Context: an optimization exercise on an open-source flow, tuned for small area. The choices shown serve that exercise and are no tape-out recipe.
The RTL was checked by simulation tests, not by an equivalence proof against the original design.
Power figures rest on the tool's default switching activity, not on a simulated workload.

old:
// lab1_chip
module lab1_chip(
	input        clk,
	input        rst,
	input        key0,
	output [6:0] hex0,
	output [6:0] hex1
);
==> flow/config.mk <==
export PLATFORM = sky130hd
export DESIGN_NAME = lab1_chip
export DESIGN_NICKNAME = lab1_chip
export VERILOG_FILES = /design/flow/design.v
export SDC_FILE = /design/flow/constraint.sdc
export NUM_CORES = 4
export LEC_CHECK = 0
export ABC_AREA = 1
export CAP_MARGIN = 20
export CORE_MARGIN = 2
export CORE_UTILIZATION = 65
export PLACE_DENSITY = 0.75
export SLEW_MARGIN = 20
==> flow/constraint.sdc <==
create_clock -name core_clock -period 7.0 [get_ports {clk}]
set_input_delay 1.4000 -clock core_clock [delete_from_list [all_inputs] [get_ports {clk}]]
set_output_delay 1.4000 -clock core_clock [all_outputs]
set_load 0.01 [all_outputs]
standard.sh (not shown) runs the stock make flow with config.mk's settings and CLKGATE_MAP_FILE= SYNTH_SCRIPT=/design/flow/synth_recipe.tcl, a recipe that flattens the netlist after the stock synthesis.
==> flow/flow/run.sh <==
#!/bin/bash
# Own layout flow: the standard synthesis, then its combinational logic re-optimised for
# area (full adders in the polarity that needs the fewest inverters, then ABC with the
# flip-flops, full adders and tie cells kept as they are and the rest, half adders too,
# remapped), then the standard flow from the floorplan on, with smaller clock-tree and
# port buffers.
set -euo pipefail
W=$PWD
F=$W/flow
R=$W/orfs/results/$FLOW_PLATFORM/lab1_chip/base
LIB=$FLOW_HOME/platforms/sky130hd/lib/sky130_fd_sc_hd__tt_025C_1v80.lib
YOSYS=$FLOW_HOME/../tools/install/yosys/bin/yosys
[ -x "$YOSYS" ] || YOSYS=yosys

bash standard.sh synth > $W/run_synth.log 2>&1
cp $R/1_2_yosys.v $W/std_1_2_yosys.v

mkdir -p $W/reopt
python3 $F/libsplit.py $LIB $W/reopt "fa|conb" > $W/run_libsplit.log 2>&1
python3 $F/fapol.py $W/std_1_2_yosys.v $W/reopt/pol.v > $W/run_fapol.log 2>&1

DU=$(grep -o -- "-dont_use [A-Za-z0-9_]*" $W/orfs/logs/$FLOW_PLATFORM/lab1_chip/base/1_2_yosys.log | sort -u | tr '\n' ' ')
cat > $W/reopt/reopt.ys <<EOF
read_liberty -lib $W/reopt/box.lib
read_liberty -ignore_miss_func $W/reopt/logic.lib
read_verilog $W/reopt/pol.v
hierarchy -top $FLOW_TOP
flatten
opt_clean -purge
abc -liberty $LIB $DU -script "+strash;&get,-n;&deepsyn,-T,30;&put;&get,-n;&dch,-f;&nf,-R,1000,-a;&put"
opt_clean -purge
hilomap -singleton -hicell sky130_fd_sc_hd__conb_1 HI -locell sky130_fd_sc_hd__conb_1 LO
splitnets
opt_clean -purge
stat -liberty $LIB
write_verilog -noattr -nohex -nodec $W/reopt/reopt.v
EOF
$YOSYS -s $W/reopt/reopt.ys > $W/run_reopt.log 2>&1
cp $W/reopt/reopt.v $R/1_2_yosys.v
rm -f $R/1_synth.odb $R/1_synth.sdc

bash standard.sh finish \
  "CTS_ARGS=-sink_clustering_enable -repair_clock_nets -dont_use_dummy_load -buf_list sky130_fd_sc_hd__clkbuf_4" \
  "BUFFER_PORTS_ARGS=-buffer_cell sky130_fd_sc_hd__buf_1" > $W/run_finish.log 2>&1
Other scripts of this flow, unchanged in this note and not shown: flow/flow/fapol.py, flow/flow/libsplit.py
For new, these inputs were changed with respect to old:
Settings: GPL_TIMING_DRIVEN: unset -> 0.
diff --git a/flow/flow/run.sh b/flow/flow/run.sh
--- a/flow/flow/run.sh
+++ b/flow/flow/run.sh
@@ -4,4 +4,4 @@
 # flip-flops, full adders and tie cells kept as they are and the rest, half adders too,
-# remapped), then the standard flow from the floorplan on, with smaller clock-tree and
-# port buffers.
+# remapped; ABC runs from several random seeds and the smallest netlist is kept), then
+# the standard flow from the floorplan on, with smaller clock-tree and port buffers.
 set -euo pipefail
@@ -22,3 +22,4 @@
 DU=$(grep -o -- "-dont_use [A-Za-z0-9_]*" $W/orfs/logs/$FLOW_PLATFORM/lab1_chip/base/1_2_yosys.log | sort -u | tr '\n' ' ')
-cat > $W/reopt/reopt.ys <<EOF
+for S in 1 2 3 4 5 6 7 8; do
+  cat > $W/reopt/reopt_$S.ys <<EOF
 read_liberty -lib $W/reopt/box.lib
@@ -29,3 +30,3 @@
 opt_clean -purge
-abc -liberty $LIB $DU -script "+strash;&get,-n;&deepsyn,-T,30;&put;&get,-n;&dch,-f;&nf,-R,1000,-a;&put"
+abc -liberty $LIB $DU -script "+strash;&get,-n;&deepsyn,-T,20,-S,$S;&put;&get,-n;&dch,-f;&nf,-R,1000,-a;&put"
 opt_clean -purge
@@ -35,6 +36,13 @@
 stat -liberty $LIB
-write_verilog -noattr -nohex -nodec $W/reopt/reopt.v
+write_verilog -noattr -nohex -nodec $W/reopt/reopt_$S.v
 EOF
-$YOSYS -s $W/reopt/reopt.ys > $W/run_reopt.log 2>&1
-cp $W/reopt/reopt.v $R/1_2_yosys.v
+done
+for S in 1 2 3 4; do $YOSYS -s $W/reopt/reopt_$S.ys > $W/run_reopt_$S.log 2>&1 & done; wait
+for S in 5 6 7 8; do $YOSYS -s $W/reopt/reopt_$S.ys > $W/run_reopt_$S.log 2>&1 & done; wait
+BEST=$(for S in 1 2 3 4 5 6 7 8; do
+  a=$(sed -n "s/.*Chip area for module .*: \([0-9.]*\).*/\1/p" $W/run_reopt_$S.log | tail -1)
+  [ -n "$a" ] && [ -s $W/reopt/reopt_$S.v ] && echo "$a $S"
+done | sort -g | head -1 | cut -d' ' -f2)
+echo "kept seed $BEST" > $W/run_pick.log
+cp $W/reopt/reopt_$BEST.v $R/1_2_yosys.v
 rm -f $R/1_synth.odb $R/1_synth.sdc
==> run summary <==
The layout buffering overhead excluding clock cells of new falls short of that of old by 0.23 points.
From new to old, sequential cell count did not move at all.
new ended with less number of stages on the worst setup path than old.
Changes observed in new relative to old: via density per instance went up by 1.0%, switching share of power up 1.3 points, maximum clock frequency went down by 2.1%, finished layout cell area now larger.
Density: new denser than old
[diff] area enclosed by the die boundary, new relative to old: regression
old → new: number of global-route vias before repair increased 61; met3 layer usage reported by global route essentially unchanged.

-- afterwards: timing with drivers on the ports --
The flow's constraints put no driver on any port. The routed layouts listed below were extracted and timed again, unchanged, in two steps. Step 1: set_driving_cell puts a clkbuf_16 on clk and a buf_2 on each other input, an assumption about the parent block. Step 2, shift: input delay + t, output delay - t, t = (earliest + latest rising clock arrival at the registers) / 2. This alone moves slack from input paths to output paths. Three values: ideal, step 1, step 2; two values: the first two.
run | t (ns) | setup slack, ns | hold slack, ns | worst setup path at the end | slew at the worst register clock pin (ns)
old | 0.414 | 0.742 / 0.742 / 0.742 | 0.413 / 0.413 / 0.413 | register to register | 0.11 / 0.11
new | 0.393 | 0.609 / 0.609 / 0.609 | 0.422 / 0.422 / 0.422 | register to register | 0.10 / 0.10
After both steps every run listed still meets setup and hold.
